What follows belongs to an exercise in optimizing a design on an open flow for small area and a short achievable clock period; a production flow would make more cautious choices. Where RTL was checked, it was by simulation tests only, not by an equivalence proof against the original. Only the layout flow was run in runs 1 to 4; the RTL was not checked for function there.

[run.sh]
#!/bin/bash
# synth_recipe.tcl (not shown) runs the flow's synth.tcl, then flattens the netlist and writes it again
# the make line also repeats each setting of config.mk as NAME=value (left out here)
make -C /OpenROAD-flow-scripts/flow DESIGN_CONFIG=/design/flow/config.mk WORK_HOME=/design/flow/orfs CLKGATE_MAP_FILE= SYNTH_SCRIPT=/design/flow/synth_recipe.tcl finish
[config.mk]
export PLATFORM = sky130hd
export DESIGN_NAME = accelerator
export DESIGN_NICKNAME = accelerator
export VERILOG_FILES = /design/flow/design.v
export SDC_FILE = /design/flow/constraint.sdc
export NUM_CORES = 4
export LEC_CHECK = 0
export CAP_MARGIN = 20
export CORE_MARGIN = 2
export CORE_UTILIZATION = 65
export PLACE_DENSITY = 0.75
export SETUP_SLACK_MARGIN = 3.0
export SLEW_MARGIN = 20
[constraint.sdc]
create_clock -name core_clock -period 8.0 [get_ports {clk}]
set_input_delay 1.6000 -clock core_clock [delete_from_list [all_inputs] [get_ports {clk}]]
set_output_delay 1.6000 -clock core_clock [all_outputs]
set_load 0.01 [all_outputs]
[design.v]
`timescale 1ns / 1ps
module accelerator #(
    parameter MAP_SIZE = 9'h00a,
    parameter k = 9'h003,
    parameter p = 9'h002,
    parameter s = 1,
    parameter ptype = 1,
    parameter act_type = 0,
    parameter N = 8,
    parameter Q = 4,
    parameter AW = 8,
    parameter DW = 8,
    parameter [N-1:0] p_sqr_inv = 8'b00000100
    )(
    input clk,
    input global_rst,
    input ce,
    input [N-1:0] activation,
    input [(k*k)*N-1:0] weight1,
    output [N-1:0] data_out,
    output valid_op,
    output end_op,
    output [N-1:0] conv_out,
    output conv_valid,
    output conv_end
    );
    integer i;
    reg [7:0] w [0:8];
    wire [7:0] wv [0:8];     
    wire [8:0] ws;           
    always @(posedge clk) begin
        for (i = 0; i < 9; i = i + 1) w[i] <= weight1[8*i +: 8];
    end
    genvar gw;
    generate
        for (gw = 0; gw < 9; gw = gw + 1) begin : WDEC
            assign wv[gw] = {w[gw][7] & |w[gw][6:0], w[gw][6:0]};
            assign ws[gw] = w[gw][7];
        end
    endgenerate
    wire x80 = activation[7] & ~|activation[6:0];
    wire [8:0] xb = {activation, 1'b0};
    wire [3:0] e_one, e_two, e_neg;
    genvar gk;
    generate
        for (gk = 0; gk < 4; gk = gk + 1) begin : ENC
            assign e_one[gk] = xb[2*gk+1] ^ xb[2*gk];
            assign e_two[gk] = ((xb[2*gk+2] & ~xb[2*gk+1] & ~xb[2*gk]) |
                                (~xb[2*gk+2] & xb[2*gk+1] & xb[2*gk])) & ~(gk == 3 && x80);
            assign e_neg[gk] = xb[2*gk+2];
        end
    endgenerate
    reg [3:0] l_one, l_two, l_neg;
    reg l_sgn;
    always @(posedge clk or posedge global_rst) begin
        if (global_rst) begin
            l_one <= 4'd0;
            l_two <= 4'd0;
            l_neg <= 4'd0;
            l_sgn <= 1'b0;
        end else if (ce) begin
            l_one <= e_one;
            l_two <= e_two;
            l_neg <= e_neg;
            l_sgn <= activation[7];
        end
    end
    reg [7:0] mac [0:7];
    reg [7:0] sr1 [0:6];
    reg [7:0] sr2 [0:6];
    wire [7:0] cin_t [0:7];
    wire [7:0] res_t [0:7];
    assign cin_t[0] = 8'd0;
    assign cin_t[1] = mac[0];
    assign cin_t[2] = mac[1];
    assign cin_t[3] = sr1[6];
    assign cin_t[4] = mac[3];
    assign cin_t[5] = mac[4];
    assign cin_t[6] = sr2[6];
    assign cin_t[7] = mac[6];
    genvar gt;
    generate
        for (gt = 0; gt < 8; gt = gt + 1) begin : TAP
            tap_mac t (.one(l_one), .two(l_two), .neg(l_neg), .wv(wv[gt]),
                       .s(l_sgn ^ ws[gt]), .c(cin_t[gt]), .r(res_t[gt]));
        end
    endgenerate
    always @(posedge clk or posedge global_rst) begin
        if (global_rst) mac[0] <= 8'd0;
        else if (ce) mac[0] <= res_t[0];
    end
    always @(posedge clk) begin
        if (ce) begin
            for (i = 1; i < 8; i = i + 1) mac[i] <= res_t[i];
            sr1[0] <= mac[2];
            sr2[0] <= mac[5];
            for (i = 1; i < 7; i = i + 1) begin
                sr1[i] <= sr1[i-1];
                sr2[i] <= sr2[i-1];
            end
        end
    end
    wire [7:0] q8;
    tap_prod tp (.one(e_one), .two(e_two), .neg(e_neg), .wv(wv[8]),
                 .s(activation[7] ^ ws[8]), .q(q8));
    reg [7:0] p8;
    always @(posedge clk) begin
        if (ce) p8 <= q8;
    end
    wire [7:0] res = mac[7] + p8;
    reg [7:0] prev;
    always @(posedge clk) begin
        if (ce) prev <= res;
    end
    reg [4:0] count;
    reg [5:0] out_cnt;
    reg first;       
    reg toggle;
    wire valid = count[4] & (count[3] | (count[2] & count[1]));    
    wire cend = valid & (&out_cnt);
    always @(posedge clk or posedge global_rst) begin
        if (global_rst) begin
            count <= 5'd0;
            out_cnt <= 6'd0;
            first <= 1'b1;
        end else if (ce) begin
            count <= count + 5'd1;
            if (valid) out_cnt <= out_cnt + 6'd1;
            if (&count) first <= 1'b0;
        end
    end
    always @(posedge clk or posedge global_rst) begin
        if (global_rst) toggle <= 1'b0;
        else if (valid) toggle <= ~toggle;
    end
    wire fix = first & (count == 5'd22) & ws[0];
    assign conv_out = toggle ? {res[7] ^ fix, res[6:0]} : prev;
    assign conv_valid = valid;
    assign conv_end = cend;
    wire pce = valid & ~cend;
    reg [3:0] pos;
    reg [2:0] nb;
    reg g;
    reg [1:0] sel;
    reg rst_m, op_en, load_sr, end_r;
    always @(posedge clk) begin
        if (global_rst) begin
            pos <= 4'd15;
            nb <= 3'd0;
            g <= 1'b0;
            sel <= 2'd0;
            rst_m <= 1'b0;
            op_en <= 1'b0;
            load_sr <= 1'b0;
            end_r <= 1'b0;
        end else begin
            op_en <= pce & pos[3] & ~pos[0];
            if (pce) begin
                pos <= pos + 4'd1;
                if (g && nb != 3'd5) nb <= nb + 3'd1;
                end_r <= (nb == 3'd4);
                g <= (pos == 4'd14);
                rst_m <= (pos == 4'd1) | (pos == 4'd3) | (pos == 4'd5) | (pos == 4'd15);
                sel <= (pos == 4'd14) ? 2'b10 :
                       ((pos == 4'd6) | (pos == 4'd8) | (pos == 4'd10) | (pos == 4'd12)) ? 2'b01 : 2'b00;
                load_sr <= pos[0];
            end
        end
    end
    reg [6:0] maxr;
    reg [6:0] psr [0:3];
    wire [6:0] mux_out = (sel == 2'b01) ? psr[3] : ((sel == 2'b00) ? maxr : 7'd0);
    wire [7:0] u = mac[7][6:0] + p8[6:0];
    wire [6:0] cx = mac[7][6:0] ^ p8[6:0] ^ ~mux_out;
    wire [6:0] cy = (mac[7][6:0] & p8[6:0]) | (mac[7][6:0] & ~mux_out) | (p8[6:0] & ~mux_out);
    wire [8:0] v = {2'b0, cx} + {1'b0, cy, 1'b0};
    wire gt_res = ~conv_out[7] & (u[7] ? v[8] : (v[8] | v[7]));
    wire gt_prev = ~prev[7] & (prev[6:0] > mux_out);
    wire take = toggle ? gt_res : gt_prev;
    wire [6:0] comp = pce ? (take ? conv_out[6:0] : mux_out) : 7'd0;
    always @(posedge clk) begin
        if (global_rst) maxr <= 7'd0;
        else if (pce) maxr <= rst_m ? 7'd0 : comp;
    end
    wire psr_rst = g && global_rst;
    always @(posedge clk or posedge psr_rst) begin
        if (psr_rst) begin
            for (i = 0; i < 4; i = i + 1) psr[i] <= 7'd0;
        end else if (load_sr) begin
            psr[0] <= comp;
            for (i = 1; i < 4; i = i + 1) psr[i] <= psr[i-1];
        end
    end
    assign data_out = {1'b0, maxr};
    assign valid_op = op_en;
    assign end_op = end_r;
endmodule
module tap_mac (
    input  [3:0] one,
    input  [3:0] two,
    input  [3:0] neg,
    input  [7:0] wv,
    input        s,
    input  [7:0] c,
    output [7:0] r
);
    wire [4:0] nwv = ~wv[4:0] + 5'd1;
    wire [4:0] p3 = neg[3] ? nwv : wv[4:0];
    wire p_t0 = (((one[0] & wv[2]) | (two[0] & wv[1])) ^ neg[0]) ^ ((one[1] & wv[0]) ^ neg[1]);
    wire p_t1 = (((one[0] & wv[2]) | (two[0] & wv[1])) ^ neg[0]) & ((one[1] & wv[0]) ^ neg[1]);
    wire p_t2 = (((one[0] & wv[3]) | (two[0] & wv[2])) ^ neg[0]) ^ (((one[1] & wv[1]) | (two[1] & wv[0])) ^ neg[1]);
    wire p_t3 = (((one[0] & wv[3]) | (two[0] & wv[2])) ^ neg[0]) & (((one[1] & wv[1]) | (two[1] & wv[0])) ^ neg[1]);
    wire p_t4 = (((one[0] & wv[4]) | (two[0] & wv[3])) ^ neg[0]) ^ (((one[1] & wv[2]) | (two[1] & wv[1])) ^ neg[1]) ^ ((one[2] & wv[0]) ^ neg[2]);
    wire p_t5 = ((((one[0] & wv[4]) | (two[0] & wv[3])) ^ neg[0]) & (((one[1] & wv[2]) | (two[1] & wv[1])) ^ neg[1])) | ((((one[0] & wv[4]) | (two[0] & wv[3])) ^ neg[0]) & ((one[2] & wv[0]) ^ neg[2])) | ((((one[1] & wv[2]) | (two[1] & wv[1])) ^ neg[1]) & ((one[2] & wv[0]) ^ neg[2]));
    wire p_t6 = (((one[0] & wv[5]) | (two[0] & wv[4])) ^ neg[0]) ^ (((one[1] & wv[3]) | (two[1] & wv[2])) ^ neg[1]);
    wire p_t7 = (((one[0] & wv[5]) | (two[0] & wv[4])) ^ neg[0]) & (((one[1] & wv[3]) | (two[1] & wv[2])) ^ neg[1]);
    wire p_t8 = (((one[0] & wv[6]) | (two[0] & wv[5])) ^ neg[0]) ^ (((one[1] & wv[4]) | (two[1] & wv[3])) ^ neg[1]) ^ (((one[2] & wv[2]) | (two[2] & wv[1])) ^ neg[2]);
    wire p_t9 = ((((one[0] & wv[6]) | (two[0] & wv[5])) ^ neg[0]) & (((one[1] & wv[4]) | (two[1] & wv[3])) ^ neg[1])) | ((((one[0] & wv[6]) | (two[0] & wv[5])) ^ neg[0]) & (((one[2] & wv[2]) | (two[2] & wv[1])) ^ neg[2])) | ((((one[1] & wv[4]) | (two[1] & wv[3])) ^ neg[1]) & (((one[2] & wv[2]) | (two[2] & wv[1])) ^ neg[2]));
    wire p_t10 = (((one[0] & wv[7]) | (two[0] & wv[6])) ^ neg[0]) ^ (((one[1] & wv[5]) | (two[1] & wv[4])) ^ neg[1]) ^ (((one[2] & wv[3]) | (two[2] & wv[2])) ^ neg[2]);
    wire p_t11 = ((((one[0] & wv[7]) | (two[0] & wv[6])) ^ neg[0]) & (((one[1] & wv[5]) | (two[1] & wv[4])) ^ neg[1])) | ((((one[0] & wv[7]) | (two[0] & wv[6])) ^ neg[0]) & (((one[2] & wv[3]) | (two[2] & wv[2])) ^ neg[2])) | ((((one[1] & wv[5]) | (two[1] & wv[4])) ^ neg[1]) & (((one[2] & wv[3]) | (two[2] & wv[2])) ^ neg[2]));
    wire p_t12 = (((one[0] & wv[7]) | (two[0] & wv[7])) ^ neg[0]) ^ (((one[1] & wv[6]) | (two[1] & wv[5])) ^ neg[1]) ^ (((one[2] & wv[4]) | (two[2] & wv[3])) ^ neg[2]);
    wire p_t13 = ((((one[0] & wv[7]) | (two[0] & wv[7])) ^ neg[0]) & (((one[1] & wv[6]) | (two[1] & wv[5])) ^ neg[1])) | ((((one[0] & wv[7]) | (two[0] & wv[7])) ^ neg[0]) & (((one[2] & wv[4]) | (two[2] & wv[3])) ^ neg[2])) | ((((one[1] & wv[6]) | (two[1] & wv[5])) ^ neg[1]) & (((one[2] & wv[4]) | (two[2] & wv[3])) ^ neg[2]));
    wire p_t14 = (((one[0] & wv[7]) | (two[0] & wv[7])) ^ neg[0]) ^ (((one[1] & wv[7]) | (two[1] & wv[6])) ^ neg[1]) ^ (((one[2] & wv[5]) | (two[2] & wv[4])) ^ neg[2]);
    wire p_t15 = ((((one[0] & wv[7]) | (two[0] & wv[7])) ^ neg[0]) & (((one[1] & wv[7]) | (two[1] & wv[6])) ^ neg[1])) | ((((one[0] & wv[7]) | (two[0] & wv[7])) ^ neg[0]) & (((one[2] & wv[5]) | (two[2] & wv[4])) ^ neg[2])) | ((((one[1] & wv[7]) | (two[1] & wv[6])) ^ neg[1]) & (((one[2] & wv[5]) | (two[2] & wv[4])) ^ neg[2]));
    wire p_t16 = (((one[0] & wv[7]) | (two[0] & wv[7])) ^ neg[0]) ^ (((one[1] & wv[7]) | (two[1] & wv[7])) ^ neg[1]) ^ (((one[2] & wv[6]) | (two[2] & wv[5])) ^ neg[2]);
    wire p_t17 = ((((one[0] & wv[7]) | (two[0] & wv[7])) ^ neg[0]) & (((one[1] & wv[7]) | (two[1] & wv[7])) ^ neg[1])) | ((((one[0] & wv[7]) | (two[0] & wv[7])) ^ neg[0]) & (((one[2] & wv[6]) | (two[2] & wv[5])) ^ neg[2])) | ((((one[1] & wv[7]) | (two[1] & wv[7])) ^ neg[1]) & (((one[2] & wv[6]) | (two[2] & wv[5])) ^ neg[2]));
    wire p_t18 = ((one[0] & wv[0]) ^ neg[0]) ^ neg[0];
    wire p_t19 = ((one[0] & wv[0]) ^ neg[0]) & neg[0];
    wire p_t20 = (((one[0] & wv[1]) | (two[0] & wv[0])) ^ neg[0]) ^ s;
    wire p_t21 = (((one[0] & wv[1]) | (two[0] & wv[0])) ^ neg[0]) & s;
    wire p_t22 = p_t0 ^ neg[1] ^ s;
    wire p_t23 = (p_t0 & neg[1]) | (p_t0 & s) | (neg[1] & s);
    wire p_t24 = p_t1 ^ p_t2 ^ s;
    wire p_t25 = (p_t1 & p_t2) | (p_t1 & s) | (p_t2 & s);
    wire p_t26 = p_t3 ^ p_t4 ^ neg[2];
    wire p_t27 = (p_t3 & p_t4) | (p_t3 & neg[2]) | (p_t4 & neg[2]);
    wire p_t28 = p_t5 ^ p_t6 ^ (((one[2] & wv[1]) | (two[2] & wv[0])) ^ neg[2]);
    wire p_t29 = (p_t5 & p_t6) | (p_t5 & (((one[2] & wv[1]) | (two[2] & wv[0])) ^ neg[2])) | (p_t6 & (((one[2] & wv[1]) | (two[2] & wv[0])) ^ neg[2]));
    wire p_t30 = p_t7 ^ p_t8 ^ (one[3] & p3[0]);
    wire p_t31 = (p_t7 & p_t8) | (p_t7 & (one[3] & p3[0])) | (p_t8 & (one[3] & p3[0]));
    wire p_t32 = p_t9 ^ p_t10 ^ ((one[3] & p3[1]) | (two[3] & p3[0]));
    wire p_t33 = (p_t9 & p_t10) | (p_t9 & ((one[3] & p3[1]) | (two[3] & p3[0]))) | (p_t10 & ((one[3] & p3[1]) | (two[3] & p3[0])));
    wire p_t34 = p_t11 ^ p_t12 ^ ((one[3] & p3[2]) | (two[3] & p3[1]));
    wire p_t35 = (p_t11 & p_t12) | (p_t11 & ((one[3] & p3[2]) | (two[3] & p3[1]))) | (p_t12 & ((one[3] & p3[2]) | (two[3] & p3[1])));
    wire p_t36 = p_t13 ^ p_t14 ^ ((one[3] & p3[3]) | (two[3] & p3[2]));
    wire p_t37 = (p_t13 & p_t14) | (p_t13 & ((one[3] & p3[3]) | (two[3] & p3[2]))) | (p_t14 & ((one[3] & p3[3]) | (two[3] & p3[2])));
    wire p_t38 = p_t15 ^ p_t16 ^ ((one[3] & p3[4]) | (two[3] & p3[3]));
    wire p_t39 = (p_t15 & p_t16) | (p_t15 & ((one[3] & p3[4]) | (two[3] & p3[3]))) | (p_t16 & ((one[3] & p3[4]) | (two[3] & p3[3])));
    wire [10:0] a = {p_t37, p_t35, p_t33, p_t31, p_t29, p_t27, p_t25, p_t23, p_t21, p_t19, p_t18};
    wire [10:0] b = {p_t38, p_t36, p_t34, p_t32, p_t30, p_t28, p_t26, p_t24, p_t22, p_t20, s};
    wire [10:0] t = a + b;
    assign r = c + {s, t[10:4]};
endmodule
module tap_prod (
    input  [3:0] one,
    input  [3:0] two,
    input  [3:0] neg,
    input  [7:0] wv,
    input        s,
    output [7:0] q
);
    wire [4:0] nwv = ~wv[4:0] + 5'd1;
    wire [4:0] p3 = neg[3] ? nwv : wv[4:0];
    wire p_t0 = (((one[0] & wv[2]) | (two[0] & wv[1])) ^ neg[0]) ^ ((one[1] & wv[0]) ^ neg[1]);
    wire p_t1 = (((one[0] & wv[2]) | (two[0] & wv[1])) ^ neg[0]) & ((one[1] & wv[0]) ^ neg[1]);
    wire p_t2 = (((one[0] & wv[3]) | (two[0] & wv[2])) ^ neg[0]) ^ (((one[1] & wv[1]) | (two[1] & wv[0])) ^ neg[1]);
    wire p_t3 = (((one[0] & wv[3]) | (two[0] & wv[2])) ^ neg[0]) & (((one[1] & wv[1]) | (two[1] & wv[0])) ^ neg[1]);
    wire p_t4 = (((one[0] & wv[4]) | (two[0] & wv[3])) ^ neg[0]) ^ (((one[1] & wv[2]) | (two[1] & wv[1])) ^ neg[1]) ^ ((one[2] & wv[0]) ^ neg[2]);
    wire p_t5 = ((((one[0] & wv[4]) | (two[0] & wv[3])) ^ neg[0]) & (((one[1] & wv[2]) | (two[1] & wv[1])) ^ neg[1])) | ((((one[0] & wv[4]) | (two[0] & wv[3])) ^ neg[0]) & ((one[2] & wv[0]) ^ neg[2])) | ((((one[1] & wv[2]) | (two[1] & wv[1])) ^ neg[1]) & ((one[2] & wv[0]) ^ neg[2]));
    wire p_t6 = (((one[0] & wv[5]) | (two[0] & wv[4])) ^ neg[0]) ^ (((one[1] & wv[3]) | (two[1] & wv[2])) ^ neg[1]);
    wire p_t7 = (((one[0] & wv[5]) | (two[0] & wv[4])) ^ neg[0]) & (((one[1] & wv[3]) | (two[1] & wv[2])) ^ neg[1]);
    wire p_t8 = (((one[0] & wv[6]) | (two[0] & wv[5])) ^ neg[0]) ^ (((one[1] & wv[4]) | (two[1] & wv[3])) ^ neg[1]) ^ (((one[2] & wv[2]) | (two[2] & wv[1])) ^ neg[2]);
    wire p_t9 = ((((one[0] & wv[6]) | (two[0] & wv[5])) ^ neg[0]) & (((one[1] & wv[4]) | (two[1] & wv[3])) ^ neg[1])) | ((((one[0] & wv[6]) | (two[0] & wv[5])) ^ neg[0]) & (((one[2] & wv[2]) | (two[2] & wv[1])) ^ neg[2])) | ((((one[1] & wv[4]) | (two[1] & wv[3])) ^ neg[1]) & (((one[2] & wv[2]) | (two[2] & wv[1])) ^ neg[2]));
    wire p_t10 = (((one[0] & wv[7]) | (two[0] & wv[6])) ^ neg[0]) ^ (((one[1] & wv[5]) | (two[1] & wv[4])) ^ neg[1]) ^ (((one[2] & wv[3]) | (two[2] & wv[2])) ^ neg[2]);
    wire p_t11 = ((((one[0] & wv[7]) | (two[0] & wv[6])) ^ neg[0]) & (((one[1] & wv[5]) | (two[1] & wv[4])) ^ neg[1])) | ((((one[0] & wv[7]) | (two[0] & wv[6])) ^ neg[0]) & (((one[2] & wv[3]) | (two[2] & wv[2])) ^ neg[2])) | ((((one[1] & wv[5]) | (two[1] & wv[4])) ^ neg[1]) & (((one[2] & wv[3]) | (two[2] & wv[2])) ^ neg[2]));
    wire p_t12 = (((one[0] & wv[7]) | (two[0] & wv[7])) ^ neg[0]) ^ (((one[1] & wv[6]) | (two[1] & wv[5])) ^ neg[1]) ^ (((one[2] & wv[4]) | (two[2] & wv[3])) ^ neg[2]);
    wire p_t13 = ((((one[0] & wv[7]) | (two[0] & wv[7])) ^ neg[0]) & (((one[1] & wv[6]) | (two[1] & wv[5])) ^ neg[1])) | ((((one[0] & wv[7]) | (two[0] & wv[7])) ^ neg[0]) & (((one[2] & wv[4]) | (two[2] & wv[3])) ^ neg[2])) | ((((one[1] & wv[6]) | (two[1] & wv[5])) ^ neg[1]) & (((one[2] & wv[4]) | (two[2] & wv[3])) ^ neg[2]));
    wire p_t14 = (((one[0] & wv[7]) | (two[0] & wv[7])) ^ neg[0]) ^ (((one[1] & wv[7]) | (two[1] & wv[6])) ^ neg[1]) ^ (((one[2] & wv[5]) | (two[2] & wv[4])) ^ neg[2]);
    wire p_t15 = ((((one[0] & wv[7]) | (two[0] & wv[7])) ^ neg[0]) & (((one[1] & wv[7]) | (two[1] & wv[6])) ^ neg[1])) | ((((one[0] & wv[7]) | (two[0] & wv[7])) ^ neg[0]) & (((one[2] & wv[5]) | (two[2] & wv[4])) ^ neg[2])) | ((((one[1] & wv[7]) | (two[1] & wv[6])) ^ neg[1]) & (((one[2] & wv[5]) | (two[2] & wv[4])) ^ neg[2]));
    wire p_t16 = (((one[0] & wv[7]) | (two[0] & wv[7])) ^ neg[0]) ^ (((one[1] & wv[7]) | (two[1] & wv[7])) ^ neg[1]) ^ (((one[2] & wv[6]) | (two[2] & wv[5])) ^ neg[2]);
    wire p_t17 = ((((one[0] & wv[7]) | (two[0] & wv[7])) ^ neg[0]) & (((one[1] & wv[7]) | (two[1] & wv[7])) ^ neg[1])) | ((((one[0] & wv[7]) | (two[0] & wv[7])) ^ neg[0]) & (((one[2] & wv[6]) | (two[2] & wv[5])) ^ neg[2])) | ((((one[1] & wv[7]) | (two[1] & wv[7])) ^ neg[1]) & (((one[2] & wv[6]) | (two[2] & wv[5])) ^ neg[2]));
    wire p_t18 = ((one[0] & wv[0]) ^ neg[0]) ^ neg[0];
    wire p_t19 = ((one[0] & wv[0]) ^ neg[0]) & neg[0];
    wire p_t20 = (((one[0] & wv[1]) | (two[0] & wv[0])) ^ neg[0]) ^ s;
    wire p_t21 = (((one[0] & wv[1]) | (two[0] & wv[0])) ^ neg[0]) & s;
    wire p_t22 = p_t0 ^ neg[1] ^ s;
    wire p_t23 = (p_t0 & neg[1]) | (p_t0 & s) | (neg[1] & s);
    wire p_t24 = p_t1 ^ p_t2 ^ s;
    wire p_t25 = (p_t1 & p_t2) | (p_t1 & s) | (p_t2 & s);
    wire p_t26 = p_t3 ^ p_t4 ^ neg[2];
    wire p_t27 = (p_t3 & p_t4) | (p_t3 & neg[2]) | (p_t4 & neg[2]);
    wire p_t28 = p_t5 ^ p_t6 ^ (((one[2] & wv[1]) | (two[2] & wv[0])) ^ neg[2]);
    wire p_t29 = (p_t5 & p_t6) | (p_t5 & (((one[2] & wv[1]) | (two[2] & wv[0])) ^ neg[2])) | (p_t6 & (((one[2] & wv[1]) | (two[2] & wv[0])) ^ neg[2]));
    wire p_t30 = p_t7 ^ p_t8 ^ (one[3] & p3[0]);
    wire p_t31 = (p_t7 & p_t8) | (p_t7 & (one[3] & p3[0])) | (p_t8 & (one[3] & p3[0]));
    wire p_t32 = p_t9 ^ p_t10 ^ ((one[3] & p3[1]) | (two[3] & p3[0]));
    wire p_t33 = (p_t9 & p_t10) | (p_t9 & ((one[3] & p3[1]) | (two[3] & p3[0]))) | (p_t10 & ((one[3] & p3[1]) | (two[3] & p3[0])));
    wire p_t34 = p_t11 ^ p_t12 ^ ((one[3] & p3[2]) | (two[3] & p3[1]));
    wire p_t35 = (p_t11 & p_t12) | (p_t11 & ((one[3] & p3[2]) | (two[3] & p3[1]))) | (p_t12 & ((one[3] & p3[2]) | (two[3] & p3[1])));
    wire p_t36 = p_t13 ^ p_t14 ^ ((one[3] & p3[3]) | (two[3] & p3[2]));
    wire p_t37 = (p_t13 & p_t14) | (p_t13 & ((one[3] & p3[3]) | (two[3] & p3[2]))) | (p_t14 & ((one[3] & p3[3]) | (two[3] & p3[2])));
    wire p_t38 = p_t15 ^ p_t16 ^ ((one[3] & p3[4]) | (two[3] & p3[3]));
    wire p_t39 = (p_t15 & p_t16) | (p_t15 & ((one[3] & p3[4]) | (two[3] & p3[3]))) | (p_t16 & ((one[3] & p3[4]) | (two[3] & p3[3])));
    wire [10:0] a = {p_t37, p_t35, p_t33, p_t31, p_t29, p_t27, p_t25, p_t23, p_t21, p_t19, p_t18};
    wire [10:0] b = {p_t38, p_t36, p_t34, p_t32, p_t30, p_t28, p_t26, p_t24, p_t22, p_t20, s};
    wire [10:0] t = a + b;
    assign q = {s, t[10:4]};
endmodule
==> results_dict.tcl, run 1 <==
set metrics [dict create \
    outcome "no timing/DRC/antenna violations" \
    ys_ff_latch 337 \
    hold_class "register to register" \
    finalClockSkew_ps 18.3 \
    die_h_um 200 \
    regToRegSetupSlack_ps 3160 \
    cp_max_fo 4 \
    cp-startpoint "p8[0]" \
    rows 71 \
    io_pins 103 \
    r2r_end "mac[7][7]" \
    firstDrtPassIters 8 \
    core_area_um2 37700 \
    yosysTopAreaCellShare_pct 22.2 \
    syn_inst 2377 \
    place_inst 2856 \
    detail-route-antenna-nets 0 \
    numCtsBuffers 37 \
    cp.required_ps 6400 \
    rr_startpoint "w[7][1]" \
    cts_tree "done" \
    detail_route.iter0.violations 1530 \
    fp.dieW_um 200 \
    vias_per_cell 6.12 \
    crit_path_start_kind "register" \
    synth_nets 2795 \
    fmax_ghz 0.206 \
    max_cap_violations 0 \
    drive_gt1_share_pct 9.84 \
    slew_violations 0 \
    cts_sinks 337 \
    dieArea_um2 39900 \
    finalHoldViolCount 0 \
    insertion_delay_ps 550 \
    vias 18100 \
    overflow 0 \
    synthDistinctLibCells 69 \
    holdBufCountCts 0 \
    clockBufferDepth 3 \
    finalSetupViolCount 0 \
    worst_setup_path_end_kind "output pin" \
    area_growth_pct 13.1 \
    crit_arrival_ps 3260 \
    wire_per_inst_um 20.0 \
    synth_edf_count 184 \
    rsz0062_at_grt "yes" \
    gp_congestion 0.876 \
    fin_nets 2829 \
    post-dp-hpwl_um 39500 \
    stdcell_count 2951 \
    htree_levels 2 \
    reg2regPathDepth 19 \
    finalCritPeriodShare_pct 60.7 \
    synth_area_um2 24900 \
    crit_type "register to output pin" \
    setup_tns_ps 0 \
    syn_area_per_cell_um2 10.5 \
    grt_pass1_vias 17700 \
    cts.clk_slew.worst_paths_ps 60 \
    ys_top_cells_by_count "xnor2_1 (333), inv_1 (207), ha_1 (204)" \
    root_buffer "clkbuf_16" \
    grt_use_total_pct 29.9 \
    io_buffers 101 \
    min_period_ps 4860 \
    initial_core_util_pct 66.1 \
    endpoint "conv_out[6]" \
    grt_max_degree 143 \
    slew_headroom_pct 40.1 \
    grt_pass1_wl_um 93500 \
    yosys_warnings 11 \
    yosys-top-cells-area "edfxtp_1 (22%), xnor2_1 (12%), fa_1 (11%)" \
    yosysMostFrequentCell "xnor2_1" \
    ys_seq_area_share_pct 35.7 \
    worst_slew_pin_slew_ps 899 \
    yosysTopAreaCell "edfxtp_1" \
    drc_errors 0 \
    synth_flop_cell "edfxtp_1" \
    drt-total-wl_um 59000 \
    antenna_cells 0 \
    antenna_found_initial 1 \
    ys_async_sr_fraction_pct 18.1 \
]
cell families after synthesis:
| kind of cell | count (synthesis) | synth area share [%] |
|---|---|---|
| mux | 56 | 2.44 |
| xor+xnor | 383 | 13.5 |
| fa+ha+maj | 344 | 21.1 |
| buf+inv | 370 | 5.64 |
| flops | 337 | 35.7 |
| other cells | 1 | 0.0151 |
| compound gates | 535 | 15.1 |
| simple gates | 351 | 6.54 |
flip-flops by register name, summed over array words and instances, names as in the netlist, 5 cells and up:
register	count
mac	64
p8	8
sr2	56
psr	28
w	72
prev	8
maxr	7
out_cnt	6
sr1	56
count	5
cell type report:
type | count | area [µm²]
multi-input combinational | 1670 | 14900
fill | 2639 | 9500
clock buffer | 51 | 1100
timing repair buffer | 154 | 1570
tap | 511 | 639
inverter | 211 | 826
sequential | 337 | 8940
clock inverter | 17 | 184
worst max-delay path, cell delays in order (launching register included):
cell and delay, ps:
edfxtp_1 450, ha_1 280, fa_1 410, a21o_1 190, a21oi_2 180, o21bai_1 100
a21oi_2 190, xnor2_2 170, mux2_2 210, clkdlybuf4s50_1 530
repair_timing:
item	in CTS	in global routing
setup buffers	12	14
endpoints found under the setup margin	28	23
cloned	1	0
pin swaps	1	11
resized for setup	42	85
worst min-delay path by stage:
| stage | from | to | slack [ps] | cells after the start |
|---|---|---|---|---|
| floorplan | mac[2][0] | sr1[0][0] | 400 | 0 |
| global placement | sr1[1][1] | sr1[2][1] | 400 | 0 |
| detailed placement | mac[2][3] | sr1[0][3] | 400 | 0 |
| CTS | mac[5][7] | sr2[0][7] | 420 | 0 |
| global route | mac[5][0] | sr2[0][0] | 420 | 0 |
| finish | sr2[5][0] | sr2[6][0] | 420 | 0 |
placed cells by master (no fill, tap or decap), types with 12 or more instances in the layout:
master,instances
a211oi_1,14
a21o_1,31
a21oi_1,99
a21oi_2,13
a22o_1,17
a22oi_1,167
a41o_1,12
and2_1,12
buf_4,36
clkbuf_16,41
clkdlybuf4s50_1,94
dfrtp_1,51
dfxtp_1,80
edfxtp_1,184
fa_1,131
ha_1,202
inv_1,206
mux2_2,38
mux2i_1,18
nand2_1,136
nand2b_1,22
nand3_1,13
nor2_1,81
nor2b_1,18
nor3_1,21
o21ai_0,42
o21bai_1,16
o22ai_1,19
o31ai_1,20
xnor2_1,329
xor2_1,47
per-stage QoR:
step | instance area [µm²] | worst slack (ps) | hold slack (ps) | utilization, %
2_1_floorplan | 25000 | 3000 | 400 | -
3_3_place_gp | 26200 | 1860 | 400 | 69.5
3_5_place_dp | 26200 | 1730 | 405 | 69.5
4_1_cts | 27800 | 2990 | 418 | 73.7
5_1_grt | 28200 | 2900 | 418 | 74.8
6_report | 28200 | 3140 | 416 | 74.8
layer usage:
metal  global-route usage [%]  part of all wire, %  up-vias
met2                     48.6                   47      718
met4                     9.52                  3.2        0
met3                     5.68                  7.3      143
met5                        0                    0        -
met1                     40.7                   42     8829
li1                         -                    -     8384
==> run 2, diff against run 1 <==
--- a/config.mk
+++ b/config.mk
@@ -10,4 +10,4 @@
 export CORE_UTILIZATION = 65
 export PLACE_DENSITY = 0.75
-export SETUP_SLACK_MARGIN = 3.0
+export SETUP_SLACK_MARGIN = 3.5
 export SLEW_MARGIN = 20
==> results_dict.tcl, run 2 <==
set metrics [dict create \
    rr_startpoint "l_two[0]" \
    multi_input_area_um2 16500 \
    rsz0062_at_grt "yes" \
    synth_area_um2 24900 \
    cp_num_buf_inv 4 \
    max_cap_violations 0 \
    ys_top_cells_by_count "xnor2_1 (333), inv_1 (207), ha_1 (204)" \
    cts.clk_slew.worst_paths_ps 60 \
    ys_async_sr_fraction_pct 18.1 \
    die_h_um 200 \
    detail_route.iter0.violations 2166 \
    finalClockSkew_ps 31.3 \
    insertion_delay_ps 560 \
    worst_setup_path_end_kind "register" \
    yosysMostFrequentCell "xnor2_1" \
    gp_congestion 0.893 \
    top_register "w" \
    fp.dieW_um 200 \
    synthDistinctLibCells 69 \
    grt_pass1_vias 18900 \
    holdWs_ps 416 \
    area_growth_pct 25.6 \
    worst_slew_pin_slew_ps 956 \
    numCtsBuffers 38 \
    syn_area_per_cell_um2 10.5 \
    critPathTopFamily "adder cells" \
    crit_type "register to register" \
    grt_max_degree 150 \
    worstPathCellList "buf_6, buf_6, a22oi_2, xnor2_2, fa_1, inv_2, fa_1, inv_2, ha_4, a21o_1, a21oi_2, o21ai_2, or3_4, a311oi_2, xnor2_1, ha_1, a21oi_2, o21ai_2, xnor2_1" \
    overflow 0 \
    setup_tns_ps 0 \
    vias_per_cell 6.36 \
    final_cell_mix "xnor2_1 (298), edfxtp_1 (184), inv_1 (175)" \
    cts_sinks 337 \
    regArea_um2 9000 \
    critPathSlowestCell "dfrtp_4" \
    root_buffer "clkbuf_16" \
    fmax_ghz 0.209 \
    r2r_end "mac[4][7]" \
    io_pins 103 \
    finalCritPeriodShare_pct 59.7 \
    drt-total-wl_um 69800 \
    ys_seq_area_share_pct 35.7 \
    dieArea_um2 39900 \
    drc_errors 0 \
    finalSetupViolCount 0 \
    drive_gt1_share_pct 25.5 \
    reg_top3 "w x72, mac x64" \
    largest_reg_flops 72 \
    initial_core_util_pct 66.1 \
    cts_tree "done" \
    reg2regPathDepth 19 \
    endpoint "mac[4][7]" \
    regToRegSetupSlack_ps 3220 \
    synth_edf_count 184 \
    cp_max_fo 5 \
    slew_headroom_pct 36.3 \
    fin_nets 2968 \
    ys_ff_latch 337 \
    io_buffers 101 \
    min_period_ps 4780 \
    yosysTopAreaCell "edfxtp_1" \
    detail-route-antenna-nets 0 \
    synth_flop_cell "edfxtp_1" \
    yosys_warnings 11 \
    htree_levels 2 \
    grt_use_total_pct 32.2 \
    crit_path_start_kind "register" \
    rows 71 \
    hold_class "register to register" \
    yosysTopAreaCellShare_pct 22.2 \
    core_area_um2 37700 \
    worst-path-stages 19 \
    syn_inst 2377 \
    firstDrtPassIters 6 \
    crit_arrival_ps 5080 \
    max_stage_delay_ps 550 \
    yosys-top-cells-area "edfxtp_1 (22%), xnor2_1 (12%), fa_1 (11%)" \
    post-dp-hpwl_um 39700 \
    final_common_cell "xnor2_1" \
    clockBufferDepth 3 \
    fillers 2043 \
    vias 19600 \
    cp-startpoint "l_two[0]" \
    grt_pass1_wl_um 99500 \
    wire_per_inst_um 22.6 \
    slew_violations 0 \
    antenna_found_initial 1 \
    cp.required_ps 8310 \
    finalHoldViolCount 0 \
    synth_nets 2795 \
    outcome "no timing/DRC/antenna violations" \
    holdBufCountCts 0 \
]
-- run 2: changes by cell type in the layout (fill, tap and decap cells not counted), sizes merged, moves of 2 or more --
| cell | delta |
|---|---|
| bufbuf | +3 |
| bufinv | -3 |
| clkdlybuf4s50 | -3 |
| inv | +2 |
| dlymetal6s2s | +2 |
| clkbuf | +9 |
| buf | +131 |
-- run 2: logic make-up (layout without fill, tap and decap cells) --
kind of cell             Yosys count  in the layout  synth area share (%)
flip-flops                       337            337                  35.7
AO/OA/AOI/OAI                    535            535                  15.1
AND/OR/NAND/NOR                  351            351                  6.54
multiplexers                      56             56                  2.44
XOR/XNOR                         383            383                  13.5
buffers and inverters            370            572                  5.64
adder cells (fa/ha/maj)          344            344                  21.1
other                              1              2                0.0151
-- run 2: routing by layer --
metal	vias up	track usage, %	share of wire (%)
met5	-	0	0
met2	1051	53.2	48
li1	8674	-	-
met4	0	13.3	4.7
met3	275	6.08	8.6
met1	9644	42.0	38
-- run 2: area by class of cell --
type / count / share of cell area (%)
Multi-Input combinational cell: 1670 / 52.6
Sequential cell: 337 / 28.8
Timing Repair Buffer: 291 / 9.85
Clock buffer: 55 / 3.64
Inverter: 211 / 2.67
Tap cell: 511 / 2.04
Clock inverter: 14 / 0.352
Timing Repair inverter: 1 / 0.0280
Antenna cell: 1 / 0.00800
-- run 2: how the worst min path moves through the flow --
stage	from	endpoint	slack, ps	depth (start not counted)
after detailed placement	sr1[0][3]	sr1[1][3]	400	0
after global routing	sr1[1][7]	sr1[2][7]	420	0
after floorplan	mac[2][0]	sr1[0][0]	400	0
after CTS	sr1[1][7]	sr1[2][7]	420	0
final	sr1[0][6]	sr1[1][6]	420	0
after global placement	mac[5][7]	sr2[0][7]	400	0
-- run 2: what timing repair did --
item,CTS,global route
hold endpoints to repair,0,0
setup buffers,78,78
gates cloned,8,6
gates resized for setup,275,235
pin swaps,121,206
endpoints found under the setup margin,52,38
-- run 2: stage by stage --
stage / area (µm²) / utilization (%) / worst slack [ps] / instances
floorplan: 25200 / - / 3050 / 2377
global placement: 26300 / 69.8 / 1930 / 2851
global route: 31300 / 83.1 / 3130 / 3090
detailed placement: 26300 / 69.8 / 1810 / 2851
finish: 31300 / 83.1 / 3220 / 3091
CTS: 29400 / 78.1 / 3340 / 3006
==> run 3, diff against run 2 <==
--- a/config.mk
+++ b/config.mk
@@ -10,4 +10,4 @@
 export CORE_UTILIZATION = 65
 export PLACE_DENSITY = 0.75
-export SETUP_SLACK_MARGIN = 3.5
+export SETUP_SLACK_MARGIN = 4.0
 export SLEW_MARGIN = 20
==> results_dict.tcl, run 3 <==
set metrics [dict create \
    fin_nets 2972 \
    synth_compound_area_share_pct 15.1 \
    syn_inst 2377 \
    synth-xor-area-share_pct 13.5 \
    drive_gt1_share_pct 27.2 \
    yosys_warnings 11 \
    gp_congestion 0.874 \
    final_common_cell "xnor2_1" \
    io_buffers 101 \
    core_area_um2 37700 \
    place_inst 2851 \
    post-dp-hpwl_um 39600 \
    finalCritPeriodShare_pct 59.7 \
    fp.dieW_um 200 \
    fmax_ghz 0.210 \
    io_pins 103 \
    yosysTopAreaCell "edfxtp_1" \
    detail-route-antenna-nets 0 \
    worstPathCellList "buf_6, buf_12, a22oi_2, xnor2_2, fa_1, fa_1, inv_2, ha_4, a21o_1, a21oi_4, o21ai_2, or3_4, a311oi_2, xnor2_1, ha_1, a21oi_2, o21ai_1, xnor2_1" \
    largest_reg_flops 72 \
    wire_per_inst_um 22.8 \
    ys_top_cells_by_count "xnor2_1 (333), inv_1 (207), ha_1 (204)" \
    syn_area_per_cell_um2 10.5 \
    detail_route.iter0.violations 1970 \
    vias 19600 \
    rsz0062_at_grt "yes" \
    critPathSlowestCell "fa_1" \
    grt_max_degree 154 \
    crit_path_start_kind "register" \
    cts_tree "done" \
    cp_max_fo 6 \
    max_stage_delay_ps 570 \
    ys_ff_latch 337 \
    cp.required_ps 8320 \
    setup_tns_ps 0 \
    yosys.area_share.simple_pct 6.54 \
    htree_levels 2 \
    drc_errors 0 \
    finalHoldViolCount 0 \
    cts_sinks 337 \
    numCtsBuffers 38 \
    finalClockSkew_ps 25.8 \
    worst_slew_pin_slew_ps 923 \
    cts.clk_slew.worst_paths_ps 60 \
    drt-total-wl_um 70600 \
    crit_type "register to register" \
    grt_pass1_wl_um 106000 \
    overflow 0 \
    yosys-top-cells-area "edfxtp_1 (22%), xnor2_1 (12%), fa_1 (11%)" \
    slew_violations 0 \
    synth_top_family_by_area "adder cells" \
    synth_edf_count 184 \
    grt_pass1_vias 19700 \
    final_cell_mix "xnor2_1 (299), edfxtp_1 (184), inv_1 (176)" \
    critPathTopFamily "adder cells" \
    hold_class "register to register" \
    stdcell_count 3094 \
    slew_headroom_pct 38.5 \
    dieArea_um2 39900 \
    area_growth_pct 27.4 \
    insertion_delay_ps 580 \
    initial_core_util_pct 66.1 \
    vias_per_cell 6.32 \
    reg_top3 "w x72, mac x64" \
    ys_async_sr_fraction_pct 18.1 \
    yosysTopAreaCellShare_pct 22.2 \
    antenna_cells 0 \
    crit_arrival_ps 5090 \
    top_register "w" \
    min_period_ps 4770 \
    firstDrtPassIters 6 \
    max_cap_violations 0 \
    die_h_um 200 \
    grt_use_total_pct 34.4 \
    synth.mux.area_fraction_pct 2.44 \
    antenna_found_initial 0 \
    rows 71 \
    finalSetupViolCount 0 \
    synth_flop_cell "edfxtp_1" \
    root_buffer "clkbuf_16" \
    ys_seq_area_share_pct 35.7 \
    holdBufCountCts 0 \
    yosysMostFrequentCell "xnor2_1" \
    clockBufferDepth 3 \
    worst_setup_path_end_kind "register" \
    outcome "no timing/DRC/antenna violations" \
    synth_nets 2795 \
    synth_adder_area_share_pct 21.1 \
    cp_num_buf_inv 3 \
    synthDistinctLibCells 69 \
    synth_area_um2 24900 \
]
-- run 3: logic make-up after synthesis --
logic type                 count (synthesis)
AOI/OAI and AO/OA                        535
xor gates and xnor gates                 383
buffers and inverters                    370
and+or+nand+nor                          351
adders and majority gates                344
DFF                                      337
muxes                                     56
other                                      1
-- run 3: final timing paths --
kind / depth (start not counted) / to / start / slack [ps]
min in group asynchronous: 1 / psr[1][0] / g / 520
hold reg to reg: 0 / sr1[1][1] / sr1[0][1] / 410
max in group asynchronous: 3 / psr[2][2] / global_rst / 5620
setup reg to reg: 18 / mac[5][7] / l_one[1] / 3230
hold / removal: 0 / sr1[1][1] / sr1[0][1] / 410
setup / recovery: 18 / mac[5][7] / l_one[1] / 3230
-- run 3: per-stage QoR --
| step | area, µm² | hold WS [ps] | utilization [%] | worst slack, ps |
|---|---|---|---|---|
| 2_1_floorplan | 25700 | 400 | - | 3050 |
| 3_3_place_gp | 26600 | 401 | 70.6 | 1920 |
| 3_5_place_dp | 26600 | 405 | 70.7 | 1850 |
| 4_1_cts | 30600 | 414 | 81.2 | 3380 |
| 5_1_grt | 31700 | 422 | 84.3 | 3110 |
| 6_report | 31700 | 411 | 84.3 | 3230 |
-- run 3: worst register-to-register path, delay by kind of cell (launching register included) --
kind / cells / cell delay (ps)
AO/OA/AOI/OAI: 7 / 1250
XOR/XNOR: 3 / 380
adder cells (fa/ha/maj): 4 / 1690
buffers and inverters: 3 / 340
flip-flops: 1 / 500
AND/OR/NAND/NOR: 1 / 370
-- run 3: timing repair --
action | CTS | global route
gates cloned | 14 | 0
endpoints found under the setup margin | 75 | 67
pin swaps | 161 | 179
resized for setup | 367 | 144
setup buffers | 109 | 51
-- run 3: final cells by class --
class                   count  area (µm²)
inverters                 211         867
multi-input cells        1670       16800
clock inverters            16         233
well taps                 511         639
flip-flops and latches    337        8990
repair inverters            2        17.5
fillers                  2025        5920
repair buffers            294        3130
clock buffers              53        1080
-- run 3: metal layers --
layer	track usage, %	vias up	part of all wire [%]
met5	0	-	0
met4	15.9	0	4.4
met3	5.58	249	8.7
met2	57.2	1029	49
met1	44.6	9588	38
li1	-	8689	-
==> run 4, diff against run 3 <==
--- a/design.v
+++ b/design.v
@@ -108,5 +108,7 @@
         if (ce) p8 <= q8;
     end
-    wire [7:0] res = mac[7] + p8;
+    wire [7:0] res;
+    wire res_c7;             
+    add8 ra (.a(mac[7]), .b(p8), .s(res), .c7(res_c7));
     reg [7:0] prev;
     always @(posedge clk) begin
@@ -142,5 +144,5 @@
     reg [2:0] nb;
     reg g;
-    reg [1:0] sel;
+    reg sel_sr, sel_max;     
     reg rst_m, op_en, load_sr, end_r;
     always @(posedge clk) begin
@@ -149,5 +151,6 @@
             nb <= 3'd0;
             g <= 1'b0;
-            sel <= 2'd0;
+            sel_sr <= 1'b0;
+            sel_max <= 1'b1;
             rst_m <= 1'b0;
             op_en <= 1'b0;
@@ -162,6 +165,6 @@
                 g <= (pos == 4'd14);
                 rst_m <= (pos == 4'd1) | (pos == 4'd3) | (pos == 4'd5) | (pos == 4'd15);
-                sel <= (pos == 4'd14) ? 2'b10 :
-                       ((pos == 4'd6) | (pos == 4'd8) | (pos == 4'd10) | (pos == 4'd12)) ? 2'b01 : 2'b00;
+                sel_sr <= (pos == 4'd6) | (pos == 4'd8) | (pos == 4'd10) | (pos == 4'd12);
+                sel_max <= ~((pos == 4'd6) | (pos == 4'd8) | (pos == 4'd10) | (pos == 4'd12) | (pos == 4'd14));
                 load_sr <= pos[0];
             end
@@ -170,10 +173,9 @@
     reg [6:0] maxr;
     reg [6:0] psr [0:3];
-    wire [6:0] mux_out = (sel == 2'b01) ? psr[3] : ((sel == 2'b00) ? maxr : 7'd0);
-    wire [7:0] u = mac[7][6:0] + p8[6:0];
+    wire [6:0] mux_out = ({7{sel_sr}} & psr[3]) | ({7{sel_max}} & maxr);
     wire [6:0] cx = mac[7][6:0] ^ p8[6:0] ^ ~mux_out;
     wire [6:0] cy = (mac[7][6:0] & p8[6:0]) | (mac[7][6:0] & ~mux_out) | (p8[6:0] & ~mux_out);
     wire [8:0] v = {2'b0, cx} + {1'b0, cy, 1'b0};
-    wire gt_res = ~conv_out[7] & (u[7] ? v[8] : (v[8] | v[7]));
+    wire gt_res = ~conv_out[7] & (res_c7 ? v[8] : (v[8] | v[7]));
     wire gt_prev = ~prev[7] & (prev[6:0] > mux_out);
     wire take = toggle ? gt_res : gt_prev;
@@ -205,6 +207,5 @@
     output [7:0] r
 );
-    wire [4:0] nwv = ~wv[4:0] + 5'd1;
-    wire [4:0] p3 = neg[3] ? nwv : wv[4:0];
+    wire [4:0] p3 = wv[4:0] ^ ({5{neg[3]}} & {|wv[3:0], |wv[2:0], |wv[1:0], wv[0], 1'b0});
     wire p_t0 = (((one[0] & wv[2]) | (two[0] & wv[1])) ^ neg[0]) ^ ((one[1] & wv[0]) ^ neg[1]);
     wire p_t1 = (((one[0] & wv[2]) | (two[0] & wv[1])) ^ neg[0]) & ((one[1] & wv[0]) ^ neg[1]);
@@ -260,6 +261,5 @@
     output [7:0] q
 );
-    wire [4:0] nwv = ~wv[4:0] + 5'd1;
-    wire [4:0] p3 = neg[3] ? nwv : wv[4:0];
+    wire [4:0] p3 = wv[4:0] ^ ({5{neg[3]}} & {|wv[3:0], |wv[2:0], |wv[1:0], wv[0], 1'b0});
     wire p_t0 = (((one[0] & wv[2]) | (two[0] & wv[1])) ^ neg[0]) ^ ((one[1] & wv[0]) ^ neg[1]);
     wire p_t1 = (((one[0] & wv[2]) | (two[0] & wv[1])) ^ neg[0]) & ((one[1] & wv[0]) ^ neg[1]);
@@ -307,2 +307,18 @@
     assign q = {s, t[10:4]};
 endmodule
+module add8 (
+    input  [7:0] a,
+    input  [7:0] b,
+    output [7:0] s,
+    output c7
+);
+    wire [7:0] g0 = a & b;
+    wire [7:0] p0 = a ^ b;
+    wire [7:0] g1 = g0 | (p0 & {g0[6:0], 1'b0});
+    wire [7:0] p1 = p0 & {p0[6:0], 1'b1};
+    wire [7:0] g2 = g1 | (p1 & {g1[5:0], 2'b0});
+    wire [7:0] p2 = p1 & {p1[5:0], 2'b11};
+    wire [7:0] g3 = g2 | (p2 & {g2[3:0], 4'b0});
+    assign s = p0 ^ {g3[6:0], 1'b0};
+    assign c7 = g3[6];
+endmodule
--- a/config.mk
+++ b/config.mk
@@ -10,4 +10,4 @@
 export CORE_UTILIZATION = 65
 export PLACE_DENSITY = 0.75
-export SETUP_SLACK_MARGIN = 4.0
+export SETUP_SLACK_MARGIN = 3.0
 export SLEW_MARGIN = 20
==> results_dict.tcl, run 4 <==
set metrics [dict create \
    holdWs_ps 354 \
    wire_per_inst_um 20.4 \
    vias 18900 \
    cp.required_ps 6400 \
    insertion_delay_ps 580 \
    finalSetupViolCount 0 \
    clockBufferDepth 3 \
    min_period_ps 4900 \
    fin_util_pct 74.5 \
    worstPathCellList "ha_2, fa_1, a211oi_1, nor2_1, a21o_1, a21oi_2, xnor2_2, mux2_2, clkdlybuf4s50_1" \
    synth_nets 2857 \
    grt_pass1_vias 18800 \
    ys_async_sr_fraction_pct 18.0 \
    area_growth_pct 12.9 \
    worst-path-stages 9 \
    hold_class "register to asynchronous set/reset pin" \
    cp_num_buf_inv 1 \
    critPathTopFamily "adder cells" \
    fillers 2725 \
    regToRegSetupSlack_ps 3130 \
    synth_flop_cell "edfxtp_1" \
    cts_sinks 338 \
    synth_edf_count 184 \
    yosysTopAreaCellShare_pct 21.6 \
    gp_congestion 0.883 \
    overflow 0 \
    root_buffer "clkbuf_16" \
    detail-route-antenna-nets 0 \
    top_register "w" \
    reg2regPathDepth 18 \
    core_area_um2 38700 \
    holdBufCountCts 0 \
    crit_type "register to output pin" \
    grt_max_degree 146 \
    finalHoldViolCount 0 \
    max_stage_delay_ps 540 \
    finalCritPeriodShare_pct 61.2 \
    outcome "no timing/DRC/antenna violations" \
    die_h_um 202 \
    ys_top_cells_by_count "xnor2_1 (320), ha_1 (195), inv_1 (190)" \
    firstDrtPassIters 6 \
    vias_per_cell 6.25 \
    largest_reg_flops 72 \
    numCtsBuffers 38 \
    rows 72 \
    cts_tree "done" \
    fmax_ghz 0.204 \
    synth_area_um2 25600 \
    yosysMostFrequentCell "xnor2_1" \
    antenna_found_initial 0 \
    crit_arrival_ps 3300 \
    crit_path_start_kind "register" \
    syn_inst 2448 \
    max_cap_violations 0 \
    htree_levels 2 \
    finalClockSkew_ps 29.8 \
    drive_gt1_share_pct 10.5 \
    reg_top3 "w x72, mac x64" \
    drc_errors 0 \
    fp.dieW_um 202 \
    antenna_cells 0 \
    ys_ff_latch 338 \
    detail_route.iter0.violations 1593 \
    synthDistinctLibCells 80 \
    dieArea_um2 40900 \
    final_cell_mix "xnor2_1 (315), inv_1 (188), ha_1 (186)" \
    fin_nets 2883 \
    ys_seq_area_share_pct 34.9 \
    rr_startpoint "l_one[1]" \
    grt_use_total_pct 30.0 \
    rsz0062_at_grt "yes" \
    yosys-top-cells-area "edfxtp_1 (22%), xnor2_1 (11%), fa_1 (10%)" \
    worst_slew_pin_slew_ps 1020 \
    worst_setup_path_end_kind "output pin" \
    post-dp-hpwl_um 40600 \
    setup_tns_ps 0 \
    io_buffers 101 \
    syn_area_per_cell_um2 10.4 \
    grt_pass1_wl_um 97800 \
    yosys_warnings 11 \
    r2r_end "mac[1][7]" \
    cp-startpoint "p8[0]" \
    critPathSlowestCell "clkdlybuf4s50_1" \
    io_pins 103 \
    cp_max_fo 3 \
    slew_headroom_pct 31.5 \
    slew_violations 0 \
    final_common_cell "xnor2_1" \
    initial_core_util_pct 66.0 \
    cts.clk_slew.worst_paths_ps 60 \
    yosysTopAreaCell "edfxtp_1" \
    drt-total-wl_um 61700 \
]
[run 4: final cells by class]
class                   count  area [µm²]  area share, %
clock buffers              48        1030           3.56
flip-flops and latches    338        8950           31.0
multi-input cells        1747       15600           54.2
inverters                 193         774           2.68
clock inverters            21         175          0.607
well taps                 518         648           2.25
repair buffers            156        1660           5.74
[run 4: through the flow]
stage | setup WS [ps] | cells | cell area [µm²]
floorplan | 2970 | 2448 | 25600
global placement | 1770 | 2921 | 26800
detailed placement | 1630 | 2921 | 26800
CTS | 3000 | 3012 | 28400
global route | 2910 | 3021 | 28900
finish | 3100 | 3021 | 28900
[run 4: kinds of logic (layout without fill, tap and decap cells)]
| group | count (synthesis) | in the layout | share of synthesized area [%] |
|---|---|---|---|
| AOI/OAI and AO/OA | 610 | 610 | 17.2 |
| xor gates and xnor gates | 380 | 380 | 13.3 |
| other | 1 | 1 | 0.0147 |
| and+or+nand+nor | 370 | 370 | 6.92 |
| DFF | 338 | 338 | 34.9 |
| adders and majority gates | 334 | 334 | 20.1 |
| buffers and inverters | 363 | 418 | 5.41 |
| muxes | 52 | 52 | 2.25 |
[run 4: timing repair]
action                                  in CTS  in global routing
cloned                                       0                  1
endpoints found under the setup margin      22                 15
endpoints found under the hold margin        0                  0
setup buffers                               22                  8
gates resized for setup                     42                 86
pin swaps                                    2                 10
[run 4: worst max-delay path by stage]
stage | endpoint
after floorplan | p8[6]
after global placement | p8[6]
after detailed placement | p8[6]
after CTS | conv_out[6]
after global routing | mac[1][7]
final | conv_out[6]
[run 4: routing by layer]
layer	GRT usage, %	up-vias	share of wire [%]	routed length, µm
met5	1.43	-	0.13	79
met4	11.9	2	3.9	2390
met3	5.03	203	7.6	4660
met2	48.6	812	46	28600
met1	40.4	9146	42	25900
li1	-	8732	-	-
==> run 5, diff against run 4 <==
--- a/design.v
+++ b/design.v
@@ -207,5 +207,6 @@
     output [7:0] r
 );
-    wire [4:0] p3 = wv[4:0] ^ ({5{neg[3]}} & {|wv[3:0], |wv[2:0], |wv[1:0], wv[0], 1'b0});
+    wire [4:0] nwv = ~wv[4:0] + 5'd1;
+    wire [4:0] p3 = neg[3] ? nwv : wv[4:0];
     wire p_t0 = (((one[0] & wv[2]) | (two[0] & wv[1])) ^ neg[0]) ^ ((one[1] & wv[0]) ^ neg[1]);
     wire p_t1 = (((one[0] & wv[2]) | (two[0] & wv[1])) ^ neg[0]) & ((one[1] & wv[0]) ^ neg[1]);
@@ -261,5 +262,6 @@
     output [7:0] q
 );
-    wire [4:0] p3 = wv[4:0] ^ ({5{neg[3]}} & {|wv[3:0], |wv[2:0], |wv[1:0], wv[0], 1'b0});
+    wire [4:0] nwv = ~wv[4:0] + 5'd1;
+    wire [4:0] p3 = neg[3] ? nwv : wv[4:0];
     wire p_t0 = (((one[0] & wv[2]) | (two[0] & wv[1])) ^ neg[0]) ^ ((one[1] & wv[0]) ^ neg[1]);
     wire p_t1 = (((one[0] & wv[2]) | (two[0] & wv[1])) ^ neg[0]) & ((one[1] & wv[0]) ^ neg[1]);
==> results_dict.tcl, run 5 <==
set metrics [dict create \
    holdWs_ps 355 \
    ys_async_sr_fraction_pct 18.0 \
    wire_per_inst_um 19.6 \
    holdBufCountCts 0 \
    grt_max_degree 106 \
    numCtsBuffers 37 \
    syn_inst 2344 \
    synth_nets 2762 \
    htree_levels 2 \
    design_area_um2 27700 \
    grt_pass1_vias 17600 \
    io_buffers 101 \
    cp.required_ps 6400 \
    ys_top_cells_by_count "xnor2_1 (334), ha_1 (204), inv_1 (192)" \
    firstDrtPassIters 5 \
    core_area_um2 37700 \
    vias_per_cell 6.04 \
    pre_cts_ws_ps 1670 \
    setup_tns_ps 0 \
    clockBufferDepth 3 \
    post-dp-hpwl_um 39100 \
    cts.clk_slew.worst_paths_ps 60 \
    dieArea_um2 39800 \
    drt-total-wl_um 57200 \
    max_cap_violations 0 \
    ys_ff_latch 338 \
    reg_top3 "w x72, mac x64" \
    place_area_um2 26000 \
    finalSetupViolCount 0 \
    worst_setup_path_end_kind "output pin" \
    cts_sinks 338 \
    syn_area_per_cell_um2 10.6 \
    yosys_warnings 11 \
    yosysMostFrequentCell "xnor2_1" \
    cp_max_fo 3 \
    rsz0062_at_grt "yes" \
    antenna_found_initial 1 \
    yosysTopAreaCellShare_pct 22.3 \
    drc_errors 0 \
    insertion_delay_ps 560 \
    hold_class "register to asynchronous set/reset pin" \
    crit_arrival_ps 3300 \
    cp_num_buf_inv 1 \
    finalCritPeriodShare_pct 61.2 \
    overflow 0 \
    rows 71 \
    finalClockSkew_ps 19.1 \
    fin_util_pct 73.6 \
    vias 17600 \
    regToRegSetupSlack_ps 3220 \
    ys_seq_area_share_pct 35.9 \
    slew_violations 0 \
    antenna_cells 0 \
    fp.dieW_um 199 \
    die_h_um 199 \
    min_period_ps 4900 \
    critPathTopFamily "adder cells" \
    area_growth_pct 11.7 \
    worstPathCellList "ha_1, fa_1, a21o_1, a21oi_2, o21bai_1, a21oi_1, xnor2_1, mux2_2, clkdlybuf4s50_1" \
    root_buffer "clkbuf_16" \
    fillers 2695 \
    gp_congestion 0.897 \
    final_common_cell "xnor2_1" \
    largest_reg_flops 72 \
    io_pins 103 \
    top_register "w" \
    grt_pass1_wl_um 91000 \
    synth_area_um2 24800 \
    finalHoldViolCount 0 \
    fmax_ghz 0.204 \
    slew_headroom_pct 31.1 \
    final_cell_mix "xnor2_1 (334), ha_1 (204), inv_1 (190)" \
    stdcell_count 2911 \
    finalWorstSetupSlack_ps 3100 \
    place_inst 2821 \
    worst_slew_pin_slew_ps 1030 \
    yosysTopAreaCell "edfxtp_1" \
    max_stage_delay_ps 530 \
    detail_route.iter0.violations 1520 \
    cts_tree "done" \
    crit_path_start_kind "register" \
    synth_flop_cell "edfxtp_1" \
    outcome "no timing/DRC/antenna violations" \
    fin_nets 2789 \
    critPathSlowestCell "clkdlybuf4s50_1" \
    crit_type "register to output pin" \
    yosys-top-cells-area "edfxtp_1 (22%), xnor2_1 (12%), fa_1 (11%)" \
    detail-route-antenna-nets 0 \
    synth_edf_count 184 \
    drive_gt1_share_pct 8.46 \
    initial_core_util_pct 65.9 \
    synthDistinctLibCells 69 \
    grt_use_total_pct 29.2 \
]
[run 5: cell types whose count changed in the layout (fill, tap and decap cells not counted), sizes merged, moves of 10 or more]
cell and change:
a2111oi -12, a22oi -11, buf -12, nand3 -13, nor2 -10, xnor2 +12
[run 5: area by class of cell]
type | instances | area [µm²] | area share (%)
repair buffers | 148 | 1500 | 5.40
flip-flops and latches | 338 | 8940 | 32.2
clock buffers | 46 | 1020 | 3.69
inverters | 194 | 759 | 2.74
multi-input cells | 1652 | 14600 | 52.8
well taps | 511 | 639 | 2.31
clock inverters | 22 | 230 | 0.830
[run 5: cells by family (layout without fill, tap and decap cells)]
group | Yosys count | in the layout | synth area share (%)
AO/OA/AOI/OAI | 549 | 549 | 15.5
XOR/XNOR | 390 | 390 | 13.9
buffers and inverters | 354 | 410 | 5.46
adder cells (fa/ha/maj) | 343 | 343 | 21.2
flip-flops | 338 | 338 | 35.9
AND/OR/NAND/NOR | 321 | 321 | 5.93
multiplexers | 48 | 48 | 2.17
other | 1 | 1 | 0.0151
[run 5: repair_timing]
action	CTS	global route
gates resized for setup	24	42
setup buffers	5	17
setup endpoints to repair	27	21
hold endpoints to repair	0	0
pin swaps	1	0
[run 5: final timing paths]
kind,startpoint,to,cells after the start
worst max-delay path,p8[0],conv_out[6],9
worst min-delay path,g,psr[0][6],1
worst max register to register,l_neg[0],mac[4][7],19
worst min register to register,g,psr[0][6],1
max in group asynchronous,global_rst,l_one[1],3
min in group core_clock,mac[5][3],sr2[0][3],0
[run 5: per-layer routing]
layer	GRT usage (%)	wire [µm]	vias to the layer above	share of wire [%]
met3	4.51	3530	129	6.2
met2	47.7	27000	638	47
met5	0	13	-	0.023
met4	10.3	1760	2	3.1
met1	39.7	24800	8577	43
li1	-	-	8239	-
[run 5: worst reg2reg max path, delay by kind of cell, from the launching register on]
family | cells | cell delay [ps]
and+or+nand+nor | 1 | 70
xor gates and xnor gates | 2 | 300
adders and majority gates | 4 | 1610
AOI/OAI and AO/OA | 9 | 1570
buffers and inverters | 3 | 570
DFF | 1 | 430

==> static timing again, ports no longer ideal <==
In the flow no input, the clock included, has a driving cell. The finished layouts below were timed again as built, in two steps. Step 1 (the two cells are an assumption about what drives the block):
set clk [get_ports {clk}]
set_driving_cell -lib_cell sky130_fd_sc_hd__clkbuf_16 $clk
set_driving_cell -lib_cell sky130_fd_sc_hd__buf_2 [delete_from_list [all_inputs] $clk]
Step 2 adds t to the input delays and takes it off the output delays; t is the mean of the earliest and latest rising clock arrival at the registers after step 1. Input paths then give back, and output paths get back, about the clock's delay inside the block. a / b / c = ideal / step 1 / step 2; a / b = the first two.
run	t (ns)	setup WS [ns]	worst setup path at the end	latest minus earliest clock arrival (ns)
run 1	0.601	3.143 / 3.085 / 2.629	input to register	0.020 / 0.019
run 2	0.607	3.222 / 3.222 / 2.720	input to register	0.034 / 0.033
run 3	0.622	3.228 / 3.228 / 2.867	input to register	0.028 / 0.028
run 4	0.619	3.101 / 3.045 / 2.627	input to register	0.037 / 0.037
run 5	0.603	3.101 / 3.048 / 2.569	input to register	0.020 / 0.020
After both steps setup and hold are still met in every run listed. The setup slack of run 5, which loses most, moves by -0.053 ns with the drivers and by -0.532 ns with both steps.
